This is an optimization exercise on Yosys and OpenROAD, whose aim is small area and a short achievable clock period, not a production implementation.
Function was not checked in any run shown here: the RTL went through the layout flow alone.

==> flow/design.v, too long to show whole: its modules and the start of the top module <==
// module addmuladd_3_stage_signed_18_bit_xor_reduction: 1266 lines
module addmuladd_3_stage_signed_18_bit_xor_reduction(
	input signed [17:0] a,
	input signed [17:0] b,
	input signed [17:0] c,
	input signed [17:0] d,
	output [17:0] out,
	input clk);
  // ...
==> flow/flow/run.sh <==
#!/bin/bash
# The standard layout (standard.sh), with these changes:
#  - after the standard synthesis, inverters around full-adder cells are removed by
#    flipping the polarity of full adders (invopt.py); registers are not touched;
#  - ports are buffered with buf_1 cells (the resizer upsizes them where timing needs it);
#  - timing repair aims at a larger setup margin than the design's clock needs, so
#    the layout is optimised for the period it achieves.
set -euo pipefail
MARGIN=7.0
R=$PWD/orfs/results/sky130hd/addmuladd_3_stage_signed_18_bit_xor_reduction/base
bash standard.sh $R/1_2_yosys.v > synth.log 2>&1
cp $R/1_2_yosys.v $R/1_2_yosys_std.v
python3 flow/invopt2.py $R/1_2_yosys_std.v $R/1_2_yosys.v > invopt.log 2>&1
bash standard.sh SETUP_SLACK_MARGIN=$MARGIN "BUFFER_PORTS_ARGS=-buffer_cell sky130_fd_sc_hd__buf_1" finish > layout.log 2>&1
==> flow/flow/invopt2.py <==
#!/usr/bin/env python3
"""Global inverter minimisation around full adders in a flat Yosys netlist.

A full adder is self-dual: FA(~a, ~b, ~c) = (~sum, ~cout), so each sky130 fa cell may be
"flipped" (fed the complements of its inputs, giving the complements of its outputs)
without changing the function of the netlist. xor/xnor gates absorb an inverted input
by swapping xor <-> xnor, and an xor/xnor driver can give either polarity the same way.
This script removes every inverter, chooses the flips by local search to need as few
inverters as possible, and puts back one inverter per net that some load needs inverted.
Flip-flops and ports are not changed.
usage: invopt2.py IN.v OUT.v
"""
import re, sys, random

src = open(sys.argv[1]).read()
m_first = re.search(r'^\s*sky130_fd_sc_hd__\w+\s', src, re.M)
m_end = src.rfind('endmodule')
head = src[:m_first.start()]
cell_txt = src[m_first.start():m_end]
assert 'assign' not in cell_txt, 'assign statements are not handled'

cell_re = re.compile(r'(sky130_fd_sc_hd__\w+)\s+(\\\S+\s|\S+)\s*\((.*?)\);', re.S)
pin_re = re.compile(r'\.(\w+)\(\s*(\\\S+\s|[^()\s]+)\s*\)')
OUTPINS = {'X', 'Y', 'Q', 'Q_N', 'SUM', 'COUT', 'HI', 'LO'}

cells = {}
order = []
for m in cell_re.finditer(cell_txt):
    typ, name, body = m.group(1), m.group(2).strip(), m.group(3)
    cells[name] = [typ, {p: n.strip() for p, n in pin_re.findall(body)}]
    order.append(name)

ports_out = set()
for m in re.finditer(r'^\s*output\s+(\[(\d+):(\d+)\]\s*)?(\S+);', head, re.M):
    if m.group(1):
        hi, lo = int(m.group(2)), int(m.group(3))
        for i in range(min(hi, lo), max(hi, lo) + 1): ports_out.add(f"{m.group(4)}[{i}]")
    else:
        ports_out.add(m.group(4))

def kind(t):
    b = re.sub(r'^sky130_fd_sc_hd__', '', t)
    if re.match(r'(clk)?inv(lp)?_\d+$', b): return 'inv'
    if re.match(r'fa_\d+$', b): return 'fa'
    if re.match(r'x(n)?or[23]_\d+$', b): return 'xor'
    return 'other'

TOGGLE = {}
for k in ('2', '3'):
    for sz in ('1', '2', '4'):
        TOGGLE[f'sky130_fd_sc_hd__xor{k}_{sz}'] = f'sky130_fd_sc_hd__xnor{k}_{sz}'
        TOGGLE[f'sky130_fd_sc_hd__xnor{k}_{sz}'] = f'sky130_fd_sc_hd__xor{k}_{sz}'
def outpin(t): return 'Y' if re.match(r'sky130_fd_sc_hd__xnor2_', t) else 'X'

# inverters that drive ports stay as ordinary cells
invs = {n for n, (t, p) in cells.items() if kind(t) == 'inv' and p['Y'] not in ports_out}
for n, (t, p) in cells.items():
    if kind(t) == 'xor': assert t in TOGGLE, t
driver = {}
for n, (t, p) in cells.items():
    for pin, net in p.items():
        if pin in OUTPINS: driver[net] = (n, pin)

def resolve(net):
    par = 0
    while net in driver and driver[net][0] in invs:
        net = cells[driver[net][0]][1]['A']; par ^= 1
    return net, par

# sinks per root: (cell, pin, parity); ports as (None, net, parity)
sinks = {}
for n, (t, p) in cells.items():
    if n in invs: continue
    for pin, net in p.items():
        if pin in OUTPINS: continue
        r, q = resolve(net)
        sinks.setdefault(r, []).append((n, pin, q))
for net in ports_out:
    r, q = resolve(net)
    if r != net or net not in driver:
        sinks.setdefault(r, []).append((None, net, q))

fas = [n for n in order if kind(cells[n][0]) == 'fa']
pinned = set()
for f in fas:
    for pin in ('SUM', 'COUT'):
        if cells[f][1][pin] in ports_out: pinned.add(f)
phi = {f: 0 for f in fas}

def root_drv(r):
    d = driver.get(r)
    return d[0] if d else None

def root_cost(r):
    d = root_drv(r)
    pd = phi.get(d, 0) if d else 0
    s0 = s1 = False
    for (c, pin, q) in sinks.get(r, []):
        if c is not None and kind(cells[c][0]) == 'xor': continue
        need = q ^ (phi.get(c, 0) if c else 0) ^ pd
        if need: s1 = True
        else: s0 = True
    if d and kind(cells[d][0]) == 'xor' and r not in ports_out:
        return 1 if (s0 and s1) else 0
    return 1 if s1 else 0

roots = set(sinks)
fa_roots = {}
for f in fas:
    rs = set()
    t, p = cells[f]
    for pin, net in p.items():
        rs.add(resolve(net)[0] if pin not in OUTPINS else net)
    fa_roots[f] = [r for r in rs if r in roots]

def total():
    return sum(root_cost(r) for r in roots)

def delta(f):
    rs = fa_roots[f]
    b = sum(root_cost(r) for r in rs)
    phi[f] ^= 1
    a = sum(root_cost(r) for r in rs)
    phi[f] ^= 1
    return a - b

def descend():
    improved = True
    while improved:
        improved = False
        for f in fas:
            if f in pinned: continue
            if delta(f) < 0:
                phi[f] ^= 1; improved = True

before = len(invs)
descend()
best = dict(phi); best_cost = total()
rng = random.Random(1)
for it in range(60):
    phi.update(best)
    for f in rng.sample(fas, max(1, len(fas) // 10)):
        if f not in pinned: phi[f] ^= 1
    descend()
    c = total()
    if c < best_cost:
        best, best_cost = dict(phi), c
phi.update(best)

# rebuild
for n in invs: del cells[n]
new_wires = []
cnt = [0]
for r in sorted(roots):
    d = root_drv(r)
    pd = phi.get(d, 0) if d else 0
    need = []
    for (c, pin, q) in sinks[r]:
        nd = q ^ (phi.get(c, 0) if c else 0) ^ pd
        need.append((c, pin, nd))
    nonx = [x for x in need if x[0] is None or kind(cells[x[0]][0]) != 'xor']
    if d and kind(cells[d][0]) == 'xor' and r not in ports_out and nonx and all(x[2] for x in nonx):
        # give the inverted polarity at the driver
        t = cells[d][0]; o = outpin(t)
        cells[d][0] = TOGGLE[t]; del cells[d][1][o]; cells[d][1][outpin(cells[d][0])] = r
        need = [(c, pin, nd ^ 1) for (c, pin, nd) in need]
    rn = None
    for (c, pin, nd) in need:
        if c is not None and kind(cells[c][0]) == 'xor':
            cells[c][1][pin] = r
            if nd:
                t = cells[c][0]; o = outpin(t); on = cells[c][1].pop(o)
                cells[c][0] = TOGGLE[t]; cells[c][1][outpin(cells[c][0])] = on
            continue
        if c is None:
            # output port: its net must carry the value
            if nd == 0 and pin == r: continue
            cnt[0] += 1
            if nd:
                cells[f"_invopt_cell_{cnt[0]}_"] = ['sky130_fd_sc_hd__inv_1', {'A': r, 'Y': pin}]
            else:
                cells[f"_invopt_cell_{cnt[0]}_"] = ['sky130_fd_sc_hd__buf_1', {'A': r, 'X': pin}]
            order.append(f"_invopt_cell_{cnt[0]}_")
            continue
        if nd:
            if rn is None:
                cnt[0] += 1
                rn = f"_invopt_n{cnt[0]}_"
                new_wires.append(rn)
                cells[f"_invopt_cell_{cnt[0]}_"] = ['sky130_fd_sc_hd__inv_1', {'A': r, 'Y': rn}]
                order.append(f"_invopt_cell_{cnt[0]}_")
            cells[c][1][pin] = rn
        else:
            cells[c][1][pin] = r
after = sum(1 for t, p in cells.values() if kind(t) == 'inv')
sys.stderr.write(f"invopt2: inverters {before} -> {after} (flipped {sum(phi.values())} of {len(fas)} full adders)\n")

def fmt(n): return n + ' ' if n.startswith('\\') else n
out = [head.rstrip('\n') + '\n']
for w in new_wires: out.append(f"  wire {w};\n")
for name in order:
    if name not in cells: continue
    typ, pins = cells[name]
    pl = ",\n".join(f"    .{p}({fmt(n)})" for p, n in pins.items())
    out.append(f"  {typ} {fmt(name)} (\n{pl}\n  );\n")
out.append("endmodule\n")
open(sys.argv[2], 'w').write(''.join(out))
==> flow/standard.sh <==
#!/bin/bash
# synth_recipe.tcl (not shown) runs the flow's synth.tcl, then flattens the netlist and writes it again
# the make line also repeats each setting of config.mk as NAME=value (left out here)
make -C /OpenROAD-flow-scripts/flow DESIGN_CONFIG=/design/flow/config.mk WORK_HOME=/design/flow/orfs CLKGATE_MAP_FILE= SYNTH_SCRIPT=/design/flow/synth_recipe.tcl "${@:-finish}"
==> flow/config.mk <==
export PLATFORM = sky130hd
export DESIGN_NAME = addmuladd_3_stage_signed_18_bit_xor_reduction
export DESIGN_NICKNAME = addmuladd_3_stage_signed_18_bit_xor_reduction
export VERILOG_FILES = /design/flow/design.v
export SDC_FILE = /design/flow/constraint.sdc
export NUM_CORES = 4
export LEC_CHECK = 0
export ABC_AREA = 1
export CAP_MARGIN = 20
export CORE_MARGIN = 2
export CORE_UTILIZATION = 40
export CTS_BUF_LIST = sky130_fd_sc_hd__clkbuf_4 sky130_fd_sc_hd__clkbuf_8
export SLEW_MARGIN = 20
==> flow/constraint.sdc <==
create_clock -name core_clock -period 10.0 [get_ports {clk}]
set_input_delay 2.0000 -clock core_clock [delete_from_list [all_inputs] [get_ports {clk}]]
set_output_delay 2.0000 -clock core_clock [all_outputs]
set_load 0.01 [all_outputs]
==> impl_metrics.env, run 1 <==
export IMPL_vias=11441
export IMPL_tns_ns=0
export IMPL_fin_util_pct=45.3
export IMPL_gp_congestion=0.915
export IMPL_cp_max_fo=4
export IMPL_required_ns=10.38
export IMPL_fmax_mhz=315
export IMPL_crit_slowest_cell="fa_1"
export IMPL_grt_max_degree=21
export IMPL_final_cell_area_um2=16100
export IMPL_hold_end="q_r[1]$_DFF_P_"
export IMPL_nonClockInverterCount=223
export IMPL_final_setup_viol_count=0
export IMPL_end_kind="flip-flop"
export IMPL_pre_cts_slack_ns=6.57
export IMPL_holdPathStages=1
export IMPL_busiest_layer="met2"
export IMPL_cts_sinks=161
export IMPL_top_register="q_r"
export IMPL_area_growth_pct=11.9
export IMPL_regToRegEndpoint="par_r[1]$_DFF_P_"
export IMPL_multi_input_area_share_pct=65.8
export IMPL_multi_input_area_um2=10600
export IMPL_outcome="no timing/DRC/antenna violations"
export IMPL_core_area_um2=35500
export IMPL_clock_skew_ns=0.0261
export IMPL_setup_worst_path_end="par_r[1]$_DFF_P_"
export IMPL_m1WireLength_um=16600
export IMPL_slew_limit_headroom_pct=39.8
export IMPL_stdcell_count=2254
export IMPL_nClkBuffers=17
export IMPL_mostFrequentLayoutCell="nand2_1"
export IMPL_buffers=88
export IMPL_met2_length_um=17100
export IMPL_hp_class="flip-flop to flip-flop"
export IMPL_buf_share_pct=2.44
export IMPL_first_pass_iters=5
export IMPL_num_rows=69
export IMPL_worstMarginPinSlew_ns=0.902
==> run 2: changes to the inputs <==
--- a/flow/design.v
+++ b/flow/design.v
@@ -46,17 +46,29 @@
 	assign two[8] = (h[16] & k[16] & ~k[17] & ~h[17] & ~t[8]) | (~h[16] & ~k[16] & k[17] & ~h[17] & ~t[8]) | (~h[16] & ~k[16] & ~k[17] & h[17] & ~t[8]) | (h[16] & k[16] & k[17] & h[17] & ~t[8]) | (h[16] & ~k[16] & ~k[17] & ~h[17] & t[8]) | (~h[16] & k[16] & ~k[17] & ~h[17] & t[8]) | (h[16] & ~k[16] & k[17] & h[17] & t[8]) | (~h[16] & k[16] & k[17] & h[17] & t[8]);
 	assign neg[8] = (h[16] & k[16] & ~k[17] & ~h[17] & ~t[8]) | (~h[16] & ~k[16] & k[17] & ~h[17] & ~t[8]) | (h[16] & ~k[16] & k[17] & ~h[17] & ~t[8]) | (~h[16] & k[16] & k[17] & ~h[17] & ~t[8]) | (~h[16] & ~k[16] & ~k[17] & h[17] & ~t[8]) | (h[16] & ~k[16] & ~k[17] & h[17] & ~t[8]) | (~h[16] & k[16] & ~k[17] & h[17] & ~t[8]) | (h[16] & k[16] & k[17] & h[17] & ~t[8]) | (h[16] & k[16] & ~k[17] & ~h[17] & t[8]) | (~h[16] & ~k[16] & k[17] & ~h[17] & t[8]) | (~h[16] & ~k[16] & ~k[17] & h[17] & t[8]) | (h[16] & k[16] & k[17] & h[17] & t[8]);
 	assign one[9] = t[9] ^ k[18];
 	assign two[9] = 1'b0;
 	assign neg[9] = k[18] & ~t[9];
 	reg [17:0] bn_r;
 	reg [9:0] onen_r, twon_r, neg_r;
 	reg [17:0] c_r;
+	wire [2:0] pr8;
+	reg [2:0] pr8_r;
+	assign pr8[0] = (one[8] & b[0]) ^ neg[8];
+	assign pr8[1] = ((one[8] & b[1]) | (two[8] & b[0])) ^ neg[8];
+	assign pr8[2] = ((one[8] & b[2]) | (two[8] & b[1])) ^ neg[8];
+	wire [2:0] pr9;
+	reg [2:0] pr9_r;
+	assign pr9[0] = (one[9] & b[0]) ^ neg[9];
+	assign pr9[1] = ((one[9] & b[1]) | (two[9] & b[0])) ^ neg[9];
+	assign pr9[2] = ((one[9] & b[2]) | (two[9] & b[1])) ^ neg[9];
 	always @(posedge clk) begin
+		pr8_r <= pr8;
+		pr9_r <= pr9;
 		bn_r <= ~b;
 		onen_r <= ~one;
 		twon_r <= ~two;
 		neg_r <= neg;
 		c_r <= c;
 	end
 	wire pp0_0;
 	wire pp0_1;
@@ -205,38 +217,32 @@
 	wire pp7_11;
 	wire pp7_12;
 	wire pp7_13;
 	wire pp7_14;
 	wire pp7_15;
 	wire pp7_16;
 	wire pp7_17;
 	wire pp7_18;
-	wire pp8_0;
-	wire pp8_1;
-	wire pp8_2;
 	wire pp8_3;
 	wire pp8_4;
 	wire pp8_5;
 	wire pp8_6;
 	wire pp8_7;
 	wire pp8_8;
 	wire pp8_9;
 	wire pp8_10;
 	wire pp8_11;
 	wire pp8_12;
 	wire pp8_13;
 	wire pp8_14;
 	wire pp8_15;
 	wire pp8_16;
 	wire pp8_17;
 	wire pp8_18;
-	wire pp9_0;
-	wire pp9_1;
-	wire pp9_2;
 	wire pp9_3;
 	wire pp9_4;
 	wire pp9_5;
 	wire pp9_6;
 	wire pp9_7;
 	wire pp9_8;
 	wire pp9_9;
 	wire pp9_10;
@@ -849,38 +855,32 @@
 	assign pp7_11 = ((~((onen_r[7] | bn_r[11]) & (twon_r[7] | bn_r[10]))) ^ neg_r[7]);
 	assign pp7_12 = ((~((onen_r[7] | bn_r[12]) & (twon_r[7] | bn_r[11]))) ^ neg_r[7]);
 	assign pp7_13 = ((~((onen_r[7] | bn_r[13]) & (twon_r[7] | bn_r[12]))) ^ neg_r[7]);
 	assign pp7_14 = ((~((onen_r[7] | bn_r[14]) & (twon_r[7] | bn_r[13]))) ^ neg_r[7]);
 	assign pp7_15 = ((~((onen_r[7] | bn_r[15]) & (twon_r[7] | bn_r[14]))) ^ neg_r[7]);
 	assign pp7_16 = ((~((onen_r[7] | bn_r[16]) & (twon_r[7] | bn_r[15]))) ^ neg_r[7]);
 	assign pp7_17 = ((~((onen_r[7] | bn_r[17]) & (twon_r[7] | bn_r[16]))) ^ neg_r[7]);
 	assign pp7_18 = ~((~((onen_r[7] | bn_r[17]) & (twon_r[7] | bn_r[17]))) ^ neg_r[7]);
-	assign pp8_0 = ((~(onen_r[8] | bn_r[0])) ^ neg_r[8]);
-	assign pp8_1 = ((~((onen_r[8] | bn_r[1]) & (twon_r[8] | bn_r[0]))) ^ neg_r[8]);
-	assign pp8_2 = ((~((onen_r[8] | bn_r[2]) & (twon_r[8] | bn_r[1]))) ^ neg_r[8]);
 	assign pp8_3 = ((~((onen_r[8] | bn_r[3]) & (twon_r[8] | bn_r[2]))) ^ neg_r[8]);
 	assign pp8_4 = ((~((onen_r[8] | bn_r[4]) & (twon_r[8] | bn_r[3]))) ^ neg_r[8]);
 	assign pp8_5 = ((~((onen_r[8] | bn_r[5]) & (twon_r[8] | bn_r[4]))) ^ neg_r[8]);
 	assign pp8_6 = ((~((onen_r[8] | bn_r[6]) & (twon_r[8] | bn_r[5]))) ^ neg_r[8]);
 	assign pp8_7 = ((~((onen_r[8] | bn_r[7]) & (twon_r[8] | bn_r[6]))) ^ neg_r[8]);
 	assign pp8_8 = ((~((onen_r[8] | bn_r[8]) & (twon_r[8] | bn_r[7]))) ^ neg_r[8]);
 	assign pp8_9 = ((~((onen_r[8] | bn_r[9]) & (twon_r[8] | bn_r[8]))) ^ neg_r[8]);
 	assign pp8_10 = ((~((onen_r[8] | bn_r[10]) & (twon_r[8] | bn_r[9]))) ^ neg_r[8]);
 	assign pp8_11 = ((~((onen_r[8] | bn_r[11]) & (twon_r[8] | bn_r[10]))) ^ neg_r[8]);
 	assign pp8_12 = ((~((onen_r[8] | bn_r[12]) & (twon_r[8] | bn_r[11]))) ^ neg_r[8]);
 	assign pp8_13 = ((~((onen_r[8] | bn_r[13]) & (twon_r[8] | bn_r[12]))) ^ neg_r[8]);
 	assign pp8_14 = ((~((onen_r[8] | bn_r[14]) & (twon_r[8] | bn_r[13]))) ^ neg_r[8]);
 	assign pp8_15 = ((~((onen_r[8] | bn_r[15]) & (twon_r[8] | bn_r[14]))) ^ neg_r[8]);
 	assign pp8_16 = ((~((onen_r[8] | bn_r[16]) & (twon_r[8] | bn_r[15]))) ^ neg_r[8]);
 	assign pp8_17 = ((~((onen_r[8] | bn_r[17]) & (twon_r[8] | bn_r[16]))) ^ neg_r[8]);
 	assign pp8_18 = ~((~((onen_r[8] | bn_r[17]) & (twon_r[8] | bn_r[17]))) ^ neg_r[8]);
-	assign pp9_0 = ((~(onen_r[9] | bn_r[0])) ^ neg_r[9]);
-	assign pp9_1 = ((~((onen_r[9] | bn_r[1]) & (twon_r[9] | bn_r[0]))) ^ neg_r[9]);
-	assign pp9_2 = ((~((onen_r[9] | bn_r[2]) & (twon_r[9] | bn_r[1]))) ^ neg_r[9]);
 	assign pp9_3 = ((~((onen_r[9] | bn_r[3]) & (twon_r[9] | bn_r[2]))) ^ neg_r[9]);
 	assign pp9_4 = ((~((onen_r[9] | bn_r[4]) & (twon_r[9] | bn_r[3]))) ^ neg_r[9]);
 	assign pp9_5 = ((~((onen_r[9] | bn_r[5]) & (twon_r[9] | bn_r[4]))) ^ neg_r[9]);
 	assign pp9_6 = ((~((onen_r[9] | bn_r[6]) & (twon_r[9] | bn_r[5]))) ^ neg_r[9]);
 	assign pp9_7 = ((~((onen_r[9] | bn_r[7]) & (twon_r[9] | bn_r[6]))) ^ neg_r[9]);
 	assign pp9_8 = ((~((onen_r[9] | bn_r[8]) & (twon_r[9] | bn_r[7]))) ^ neg_r[9]);
 	assign pp9_9 = ((~((onen_r[9] | bn_r[9]) & (twon_r[9] | bn_r[8]))) ^ neg_r[9]);
 	assign pp9_10 = ((~((onen_r[9] | bn_r[10]) & (twon_r[9] | bn_r[9]))) ^ neg_r[9]);
@@ -1030,94 +1030,94 @@
 	assign fs137 = fs129 ^ fs131 ^ fs133;
 	assign fc138 = (fs129 & fs131) | (fs129 & fs133) | (fs131 & fs133);
 	assign fs139 = fc120 ^ fc122 ^ fs135;
 	assign fc140 = (fc120 & fc122) | (fc120 & fs135) | (fc122 & fs135);
 	assign fs141 = q36 ^ q37 ^ q38;
 	assign fc142 = (q36 & q37) | (q36 & q38) | (q37 & q38);
 	assign hs143 = fc126 ^ fs141;
 	assign hc144 = fc126 & fs141;
-	assign fs145 = c_r[16] ^ neg_r[8] ^ pp0_16;
-	assign fc146 = (c_r[16] & neg_r[8]) | (c_r[16] & pp0_16) | (neg_r[8] & pp0_16);
-	assign fs147 = pp1_14 ^ pp2_12 ^ pp3_10;
-	assign fc148 = (pp1_14 & pp2_12) | (pp1_14 & pp3_10) | (pp2_12 & pp3_10);
-	assign fs149 = pp4_8 ^ pp5_6 ^ pp6_4;
-	assign fc150 = (pp4_8 & pp5_6) | (pp4_8 & pp6_4) | (pp5_6 & pp6_4);
-	assign fs151 = pp7_2 ^ pp8_0 ^ fc130;
-	assign fc152 = (pp7_2 & pp8_0) | (pp7_2 & fc130) | (pp8_0 & fc130);
-	assign fs153 = fc132 ^ fc134 ^ fs145;
-	assign fc154 = (fc132 & fc134) | (fc132 & fs145) | (fc134 & fs145);
-	assign fs155 = fs147 ^ fs149 ^ fc136;
-	assign fc156 = (fs147 & fs149) | (fs147 & fc136) | (fs149 & fc136);
-	assign fs157 = fc138 ^ fs151 ^ fs153;
-	assign fc158 = (fc138 & fs151) | (fc138 & fs153) | (fs151 & fs153);
+	assign fs145 = c_r[16] ^ pr8_r[0] ^ neg_r[8];
+	assign fc146 = (c_r[16] & pr8_r[0]) | (c_r[16] & neg_r[8]) | (pr8_r[0] & neg_r[8]);
+	assign fs147 = pp0_16 ^ pp1_14 ^ pp2_12;
+	assign fc148 = (pp0_16 & pp1_14) | (pp0_16 & pp2_12) | (pp1_14 & pp2_12);
+	assign fs149 = pp3_10 ^ pp4_8 ^ pp5_6;
+	assign fc150 = (pp3_10 & pp4_8) | (pp3_10 & pp5_6) | (pp4_8 & pp5_6);
+	assign fs151 = pp6_4 ^ pp7_2 ^ fs145;
+	assign fc152 = (pp6_4 & pp7_2) | (pp6_4 & fs145) | (pp7_2 & fs145);
+	assign fs153 = fc130 ^ fc132 ^ fc134;
+	assign fc154 = (fc130 & fc132) | (fc130 & fc134) | (fc132 & fc134);
+	assign fs155 = fs147 ^ fs149 ^ fs151;
+	assign fc156 = (fs147 & fs149) | (fs147 & fs151) | (fs149 & fs151);
+	assign fs157 = fc136 ^ fc138 ^ fs153;
+	assign fc158 = (fc136 & fc138) | (fc136 & fs153) | (fc138 & fs153);
 	assign fs159 = q39 ^ q40 ^ q41;
 	assign fc160 = (q39 & q40) | (q39 & q41) | (q40 & q41);
 	assign hs161 = fc142 ^ fs159;
 	assign hc162 = fc142 & fs159;
-	assign fs163 = ~(~c_r[17] ^ pp0_17);
-	assign fc164 = ~c_r[17] | pp0_17;
-	assign fs165 = pp1_15 ^ pp2_13 ^ pp3_11;
-	assign fc166 = (pp1_15 & pp2_13) | (pp1_15 & pp3_11) | (pp2_13 & pp3_11);
-	assign fs167 = pp4_9 ^ pp5_7 ^ pp6_5;
-	assign fc168 = (pp4_9 & pp5_7) | (pp4_9 & pp6_5) | (pp5_7 & pp6_5);
-	assign fs169 = pp7_3 ^ pp8_1 ^ fs163;
-	assign fc170 = (pp7_3 & pp8_1) | (pp7_3 & fs163) | (pp8_1 & fs163);
-	assign fs171 = fc146 ^ fc148 ^ fc150;
-	assign fc172 = (fc146 & fc148) | (fc146 & fc150) | (fc148 & fc150);
-	assign fs173 = fs165 ^ fs167 ^ fs169;
-	assign fc174 = (fs165 & fs167) | (fs165 & fs169) | (fs167 & fs169);
-	assign fs175 = fc152 ^ fc154 ^ fs171;
-	assign fc176 = (fc152 & fc154) | (fc152 & fs171) | (fc154 & fs171);
+	assign fs163 = ~(~c_r[17] ^ pr8_r[1]);
+	assign fc164 = ~c_r[17] | pr8_r[1];
+	assign fs165 = fs163 ^ fc146 ^ pp0_17;
+	assign fc166 = (fs163 & fc146) | (fs163 & pp0_17) | (fc146 & pp0_17);
+	assign fs167 = pp1_15 ^ pp2_13 ^ pp3_11;
+	assign fc168 = (pp1_15 & pp2_13) | (pp1_15 & pp3_11) | (pp2_13 & pp3_11);
+	assign fs169 = pp4_9 ^ pp5_7 ^ pp6_5;
+	assign fc170 = (pp4_9 & pp5_7) | (pp4_9 & pp6_5) | (pp5_7 & pp6_5);
+	assign fs171 = pp7_3 ^ fc148 ^ fc150;
+	assign fc172 = (pp7_3 & fc148) | (pp7_3 & fc150) | (fc148 & fc150);
+	assign fs173 = fc152 ^ fs165 ^ fs167;
+	assign fc174 = (fc152 & fs165) | (fc152 & fs167) | (fs165 & fs167);
+	assign fs175 = fs169 ^ fc154 ^ fs171;
+	assign fc176 = (fs169 & fc154) | (fs169 & fs171) | (fc154 & fs171);
 	assign fs177 = q42 ^ q43 ^ q44;
 	assign fc178 = (q42 & q43) | (q42 & q44) | (q43 & q44);
 	assign fs179 = q45 ^ fc160 ^ fs177;
 	assign fc180 = (q45 & fc160) | (q45 & fs177) | (fc160 & fs177);
-	assign fs181 = neg_r[9] ^ pp0_18 ^ pp1_16;
-	assign fc182 = (neg_r[9] & pp0_18) | (neg_r[9] & pp1_16) | (pp0_18 & pp1_16);
-	assign fs183 = pp2_14 ^ pp3_12 ^ pp4_10;
-	assign fc184 = (pp2_14 & pp3_12) | (pp2_14 & pp4_10) | (pp3_12 & pp4_10);
-	assign fs185 = pp5_8 ^ pp6_6 ^ pp7_4;
-	assign fc186 = (pp5_8 & pp6_6) | (pp5_8 & pp7_4) | (pp6_6 & pp7_4);
-	assign fs187 = pp8_2 ^ pp9_0 ^ fc164;
-	assign fc188 = (pp8_2 & pp9_0) | (pp8_2 & fc164) | (pp9_0 & fc164);
-	assign fs189 = fc166 ^ fc168 ^ fs181;
-	assign fc190 = (fc166 & fc168) | (fc166 & fs181) | (fc168 & fs181);
-	assign fs191 = fs183 ^ fs185 ^ fc170;
-	assign fc192 = (fs183 & fs185) | (fs183 & fc170) | (fs185 & fc170);
-	assign fs193 = fs187 ^ fc172 ^ fs189;
-	assign fc194 = (fs187 & fc172) | (fs187 & fs189) | (fc172 & fs189);
+	assign fs181 = pr8_r[2] ^ pr9_r[0] ^ neg_r[9];
+	assign fc182 = (pr8_r[2] & pr9_r[0]) | (pr8_r[2] & neg_r[9]) | (pr9_r[0] & neg_r[9]);
+	assign fs183 = fc164 ^ pp0_18 ^ pp1_16;
+	assign fc184 = (fc164 & pp0_18) | (fc164 & pp1_16) | (pp0_18 & pp1_16);
+	assign fs185 = pp2_14 ^ pp3_12 ^ pp4_10;
+	assign fc186 = (pp2_14 & pp3_12) | (pp2_14 & pp4_10) | (pp3_12 & pp4_10);
+	assign fs187 = pp5_8 ^ pp6_6 ^ pp7_4;
+	assign fc188 = (pp5_8 & pp6_6) | (pp5_8 & pp7_4) | (pp6_6 & pp7_4);
+	assign fs189 = fs181 ^ fc166 ^ fc168;
+	assign fc190 = (fs181 & fc166) | (fs181 & fc168) | (fc166 & fc168);
+	assign fs191 = fc170 ^ fs183 ^ fs185;
+	assign fc192 = (fc170 & fs183) | (fc170 & fs185) | (fs183 & fs185);
+	assign fs193 = fs187 ^ fc172 ^ fc174;
+	assign fc194 = (fs187 & fc172) | (fs187 & fc174) | (fc172 & fc174);
 	assign fs195 = q46 ^ q47 ^ q48;
 	assign fc196 = (q46 & q47) | (q46 & q48) | (q47 & q48);
 	assign fs197 = q49 ^ fc178 ^ fs195;
 	assign fc198 = (q49 & fc178) | (q49 & fs195) | (fc178 & fs195);
-	assign fs199 = ~(pp1_17 ^ pp2_15);
-	assign fc200 = pp1_17 | pp2_15;
-	assign fs201 = pp3_13 ^ pp4_11 ^ pp5_9;
-	assign fc202 = (pp3_13 & pp4_11) | (pp3_13 & pp5_9) | (pp4_11 & pp5_9);
-	assign fs203 = pp6_7 ^ pp7_5 ^ pp8_3;
-	assign fc204 = (pp6_7 & pp7_5) | (pp6_7 & pp8_3) | (pp7_5 & pp8_3);
-	assign fs205 = pp9_1 ^ fs199 ^ fc182;
-	assign fc206 = (pp9_1 & fs199) | (pp9_1 & fc182) | (fs199 & fc182);
-	assign fs207 = fc184 ^ fc186 ^ fs201;
-	assign fc208 = (fc184 & fc186) | (fc184 & fs201) | (fc186 & fs201);
-	assign fs209 = fs203 ^ fc188 ^ fc190;
-	assign fc210 = (fs203 & fc188) | (fs203 & fc190) | (fc188 & fc190);
-	assign fs211 = fs205 ^ fs207 ^ fc192;
-	assign fc212 = (fs205 & fs207) | (fs205 & fc192) | (fs207 & fc192);
+	assign fs199 = ~(pr9_r[1] ^ fc182);
+	assign fc200 = pr9_r[1] | fc182;
+	assign fs201 = pp1_17 ^ pp2_15 ^ pp3_13;
+	assign fc202 = (pp1_17 & pp2_15) | (pp1_17 & pp3_13) | (pp2_15 & pp3_13);
+	assign fs203 = pp4_11 ^ pp5_9 ^ pp6_7;
+	assign fc204 = (pp4_11 & pp5_9) | (pp4_11 & pp6_7) | (pp5_9 & pp6_7);
+	assign fs205 = pp7_5 ^ pp8_3 ^ fs199;
+	assign fc206 = (pp7_5 & pp8_3) | (pp7_5 & fs199) | (pp8_3 & fs199);
+	assign fs207 = fc184 ^ fc186 ^ fc188;
+	assign fc208 = (fc184 & fc186) | (fc184 & fc188) | (fc186 & fc188);
+	assign fs209 = fs201 ^ fs203 ^ fs205;
+	assign fc210 = (fs201 & fs203) | (fs201 & fs205) | (fs203 & fs205);
+	assign fs211 = fc190 ^ fc192 ^ fs207;
+	assign fc212 = (fc190 & fc192) | (fc190 & fs207) | (fc192 & fs207);
 	assign fs213 = q50 ^ q51 ^ q52;
 	assign fc214 = (q50 & q51) | (q50 & q52) | (q51 & q52);
 	assign hs215 = fc196 ^ fs213;
 	assign hc216 = fc196 & fs213;
-	assign fs217 = pp1_18 ^ pp2_16 ^ pp3_14;
-	assign fc218 = (pp1_18 & pp2_16) | (pp1_18 & pp3_14) | (pp2_16 & pp3_14);
-	assign fs219 = pp4_12 ^ pp5_10 ^ pp6_8;
-	assign fc220 = (pp4_12 & pp5_10) | (pp4_12 & pp6_8) | (pp5_10 & pp6_8);
-	assign fs221 = pp7_6 ^ pp8_4 ^ pp9_2;
-	assign fc222 = (pp7_6 & pp8_4) | (pp7_6 & pp9_2) | (pp8_4 & pp9_2);
+	assign fs217 = pr9_r[2] ^ pp1_18 ^ pp2_16;
+	assign fc218 = (pr9_r[2] & pp1_18) | (pr9_r[2] & pp2_16) | (pp1_18 & pp2_16);
+	assign fs219 = pp3_14 ^ pp4_12 ^ pp5_10;
+	assign fc220 = (pp3_14 & pp4_12) | (pp3_14 & pp5_10) | (pp4_12 & pp5_10);
+	assign fs221 = pp6_8 ^ pp7_6 ^ pp8_4;
+	assign fc222 = (pp6_8 & pp7_6) | (pp6_8 & pp8_4) | (pp7_6 & pp8_4);
 	assign fs223 = fc200 ^ fc202 ^ fc204;
 	assign fc224 = (fc200 & fc202) | (fc200 & fc204) | (fc202 & fc204);
 	assign fs225 = fs217 ^ fs219 ^ fs221;
 	assign fc226 = (fs217 & fs219) | (fs217 & fs221) | (fs219 & fs221);
 	assign fs227 = fc206 ^ fc208 ^ fs223;
 	assign fc228 = (fc206 & fc208) | (fc206 & fs223) | (fc208 & fs223);
 	assign fs229 = q53 ^ q54 ^ q55;
 	assign fc230 = (q53 & q54) | (q53 & q55) | (q54 & q55);
@@ -1247,17 +1247,17 @@
 	assign fc354 = pp8_17 | pp9_15;
 	assign hs355 = fs353 ^ fc350;
 	assign hc356 = fs353 & fc350;
 	assign fs357 = pp8_18 ^ pp9_16 ^ fc354;
 	assign fc358 = (pp8_18 & pp9_16) | (pp8_18 & fc354) | (pp9_16 & fc354);
 	assign hs359 = pp9_17 ^ fc358;
 	assign hc360 = pp9_17 & fc358;
 	always @(posedge clk) begin
-		q_r <= {hs359, fs357, hc356, hs355, fc352, fs351, hc348, hs347, hc336, fc334, fs339, fc332, hs335, fc318, fs325, fc316, fs317, fc308, fs307, fc296, fs295, fc284, fs293, fc272, fs283, fs281, fc270, fs271, fc258, fs269, fs257, fc244, fs255, fc242, fs243, fc228, fs241, fc212, fs227, fc210, fs225, fs211, fs209, fc194, fs193, fc176, fs191, fc174, fs175, fc158, fs173, fc156, fs157, fs155, fc140, fs139, fc124, fs137, fs123, fc108, fs121, fs107, fc94, fs105, fs93, fc80, fs91, fc70, fs79, fs77, fc68, fs69, fc58, fs57, fc48, fs47, hc40, fc38, hs39, fs37, hs31, fs29, hs23, fs21, hs17, fs15, hs11, fs9, hs7, fs5, hs3, pp0_1, hs1, pp0_0};
+		q_r <= {hs359, fs357, hc356, hs355, fc352, fs351, hc348, hs347, hc336, fc334, fs339, fc332, hs335, fc318, fs325, fc316, fs317, fc308, fs307, fc296, fs295, fc284, fs293, fc272, fs283, fs281, fc270, fs271, fc258, fs269, fs257, fc244, fs255, fc242, fs243, fc228, fs241, fs227, fc212, fc210, fs225, fs211, fc194, fs209, fs193, fc176, fs191, fs189, fs175, fc158, fs173, fc156, fs157, fc140, fs155, fs139, fc124, fs137, fs123, fc108, fs121, fs107, fc94, fs105, fs93, fc80, fs91, fc70, fs79, fs77, fc68, fs69, fc58, fs57, fc48, fs47, hc40, fc38, hs39, fs37, hs31, fs29, hs23, fs21, hs17, fs15, hs11, fs9, hs7, fs5, hs3, pp0_1, hs1, pp0_0};
 	end
 	wire [35:0] x = {1'b1, q91, q89, q87, fc342, q85, fc328, hc320, fc310, hc300, fc288, hc276, fc262, hc248, fc232, hc216, fc198, fc180, hc162, hc144, hc128, hc112, hc98, fs95, fs81, hc60, hc50, q18, q14, q12, q10, q8, q6, q4, q2, q0};
 	wire [35:0] y = {q93, q92, q90, q88, q86, fs341, q81, fs327, hs319, fs309, hs299, fs287, hs275, fs261, hs247, fs231, hs215, fs197, fs179, hs161, hs143, hs127, hs111, hs97, hs83, hs71, hs59, hs49, q15, q13, q11, q9, q7, q5, q3, q1};
 	wire [35:0] r = x + y;
 	reg [1:0] par_r;
 	always @(posedge clk) begin
 		par_r[0] <= ^r[17:0];
 		par_r[1] <= ^r[35:18];
==> flow/flow/run.sh (replaced) <==
#!/bin/bash
# The standard layout (standard.sh), with these changes:
#  - after the standard synthesis, inverters around full-adder cells are removed by
#    flipping the polarity of full adders (invopt2.py); registers are not touched;
#  - ports are buffered with buf_1 cells (the resizer upsizes them where timing needs it);
#  - timing repair aims at a larger setup margin than the design's clock needs, so
#    the layout is optimised for the period it achieves.
set -euo pipefail
MARGIN=6.7
R=$PWD/orfs/results/sky130hd/addmuladd_3_stage_signed_18_bit_xor_reduction/base
bash standard.sh $R/1_2_yosys.v > synth.log 2>&1
cp $R/1_2_yosys.v $R/1_2_yosys_std.v
python3 flow/invopt2.py $R/1_2_yosys_std.v $R/1_2_yosys.v > invopt.log 2>&1
bash standard.sh SETUP_SLACK_MARGIN=$MARGIN "BUFFER_PORTS_ARGS=-buffer_cell sky130_fd_sc_hd__buf_1" finish > layout.log 2>&1
==> run 2 against run 1 <==
Highest routed layer is now met5. Die area grew 2.1%. Sequential share of layout area grew 0.67 points. Still clean.
==> impl_metrics.env, run 2 <==
export IMPL_outcome="no timing/DRC/antenna violations"
export IMPL_tritoncts="built"
export IMPL_core_area_um2=36300
export IMPL_clk_transition_reported_paths_ns=0.10
export IMPL_holdPathStages=1
export IMPL_nets=2118
export IMPL_drv_slew=0
export IMPL_area_growth_pct=8.61
export IMPL_regToRegEndpoint="q_r[52]$_DFF_P_"
export IMPL_cts_root_buf="clkbuf_8"
export IMPL_worstMarginPinSlew_ns=1.10
export IMPL_dp_hpwl_um=28500
export IMPL_cap_violations=0
export IMPL_die_area_um2=38200
export IMPL_gp_congestion=0.881
export IMPL_n_fill_cell=3585
export IMPL_drive_gt1_share_pct=8.94
export IMPL_ys_warn_count=1
export IMPL_cp_max_fo=11
export IMPL_mostFrequentLayoutCell="nand2_1"
export IMPL_grt_max_degree=21
export IMPL_grt_overflow_total=0
export IMPL_clock_skew_ns=0.0183
export IMPL_vias=11712
export IMPL_multi_input_area_um2=10400
export IMPL_first_iter_violations=889
export IMPL_slew_limit_headroom_pct=26.5
export IMPL_fp_dieW_um=196
export IMPL_ant_nets=0
export IMPL_min_from="c_r[0]$_DFF_P_"
export IMPL_tns_ns=0
export IMPL_antenna_cells=0
export IMPL_regArea_um2=3350
export IMPL_numCtsBuffers=17
export IMPL_rr_startpoint="neg_r[3]$_DFF_P_"
export IMPL_portBuffers=73
export IMPL_ctsLongestPathBuffers=2
export IMPL_rsz0062_at_grt="yes"
export IMPL_grt_use_total_pct=20.3
export IMPL_hold_end="q_r[1]$_DFF_P_"
export IMPL_finalHoldViolCount=0
export IMPL_fp_dieH_um=196
export IMPL_finalWirelength_um=37800
export IMPL_num_rows=70
export IMPL_top_register="q_r"
export IMPL_end_kind="flip-flop"
export IMPL_start_util_pct=40.4
export IMPL_via_per_inst=5.11
export IMPL_syn_inst=1804
export IMPL_post_drt_wl_per_cell_um=16.5
export IMPL_required_ns=10.35
export IMPL_crit_start="neg_r[3]$_DFF_P_"
export IMPL_top_regs="q_r x94, bn_r x18, c_r x18"
export IMPL_pin_count=91
export IMPL_insertion_delay_ns=0.49
export IMPL_critical_path_class="flip-flop to flip-flop"
export IMPL_final_setup_viol_count=0
export IMPL_fmax_mhz=308
export IMPL_cts_sinks=167
export IMPL_grt_pass1_wl_um=61600
export IMPL_synth_area_per_cell_um2=8.13
export IMPL_h_tree_depth=4
export IMPL_first_pass_iters=5
export IMPL_first_global_vias=11737
export IMPL_layout_common_cells="nand2_1, inv_1, dfxtp_1"
export IMPL_period_needed_ns=3.25
export IMPL_antenna_found_initial=1
export IMPL_synth_area_um2=14700
export IMPL_hp_class="flip-flop to flip-flop"
export IMPL_drc=0
export IMPL_cp_arrival_ns=3.60
export IMPL_finalCritPeriodShare_pct=32.5
export IMPL_r2r_cells=5
export IMPL_crit_path_start_kind="flip-flop"
export IMPL_rrSetupSlack_ns=6.75
export IMPL_largest_register_ffs=94
## run 2: final cells by class
cell class | instances | area share (%)
Clock inverter | 15 | 1.27
Sequential cell | 167 | 21.0
Clock buffer | 17 | 1.47
Inverter | 240 | 5.65
Multi-Input combinational cell | 1307 | 65.0
Tap cell | 468 | 3.67
Timing Repair Buffer | 77 | 1.91
## run 2: routing by layer
metal	vias to the layer above	global-route usage, %	wire length [um]
met5	-	0	10
met3	102	4.02	2770
li1	5711	-	-
met2	443	32.6	16800
met1	5454	27.5	17200
met4	2	6.67	1030
## run 2: worst max-delay path, stage by stage (launching register included)
cell,delay [ns]
dfxtp_1,0.80
inv_1,0.56
xnor2_1,0.35
fa_1,0.47
fa_1,0.41
fa_1,0.53
## run 2: how the worst max path moves through the flow
stage | end | slack (ns)
floorplan | pr8_r[1]$_DFF_P_ | 6.71
global placement | pr8_r[1]$_DFF_P_ | 6.54
detailed placement | pr8_r[1]$_DFF_P_ | 6.48
CTS | par_r[1]$_DFF_P_ | 6.72
global route | par_r[1]$_DFF_P_ | 6.57
finish | q_r[52]$_DFF_P_ | 6.75
## run 2: metrics by stage
stage,std cells,util (%),area (um^2),hold WS [ns],worst slack [ns]
after global routing,2291,43.8,15900,0.495,6.57
after CTS,2290,43.0,15600,0.475,6.72
after floorplan,1820,-,14700,0.420,6.71
after global placement,2258,41.7,15200,0.439,6.54
after detailed placement,2258,41.7,15200,0.445,6.48
final,2291,43.8,15900,0.469,6.75
## run 2: repair_timing
item / 4_1_cts / 5_1_grt
buffers inserted: 0 / 1
pin swaps: 0 / 18
hold buffers: 0 / 0
resized for setup: 10 / 66
setup endpoints to repair: 1 / 7

==> separate check: timing with driven ports <==
Ports are ideal in the flow. The routed layouts listed here were re-timed in OpenROAD. Step 1 sets driving cells, clkbuf_16 on the clock port and buf_2 on the other inputs (assumed; they add their load-dependent delay and slew). Step 2, shift: input delay + t, output delay - t, t = (earliest + latest rising clock arrival at the registers) / 2. This alone moves slack from input paths to output paths. a / b / c = ideal / step 1 / step 2; a / b = the first two.
| run | t, ns | setup slack, ns | clock arrival spread, ns | worst register clock-pin slew, ns |
|---|---|---|---|---|
| run 1 | 0.514 | 6.826 / 6.826 / 6.687 | 0.026 / 0.027 | 0.11 / 0.11 |
| run 2 | 0.516 | 6.749 / 6.749 / 6.463 | 0.018 / 0.019 | 0.11 / 0.11 |
After both steps setup and hold are still met in every run listed. The setup slack of run 2, which loses most, moves by 0.000 ns with the drivers and by -0.286 ns with both steps.
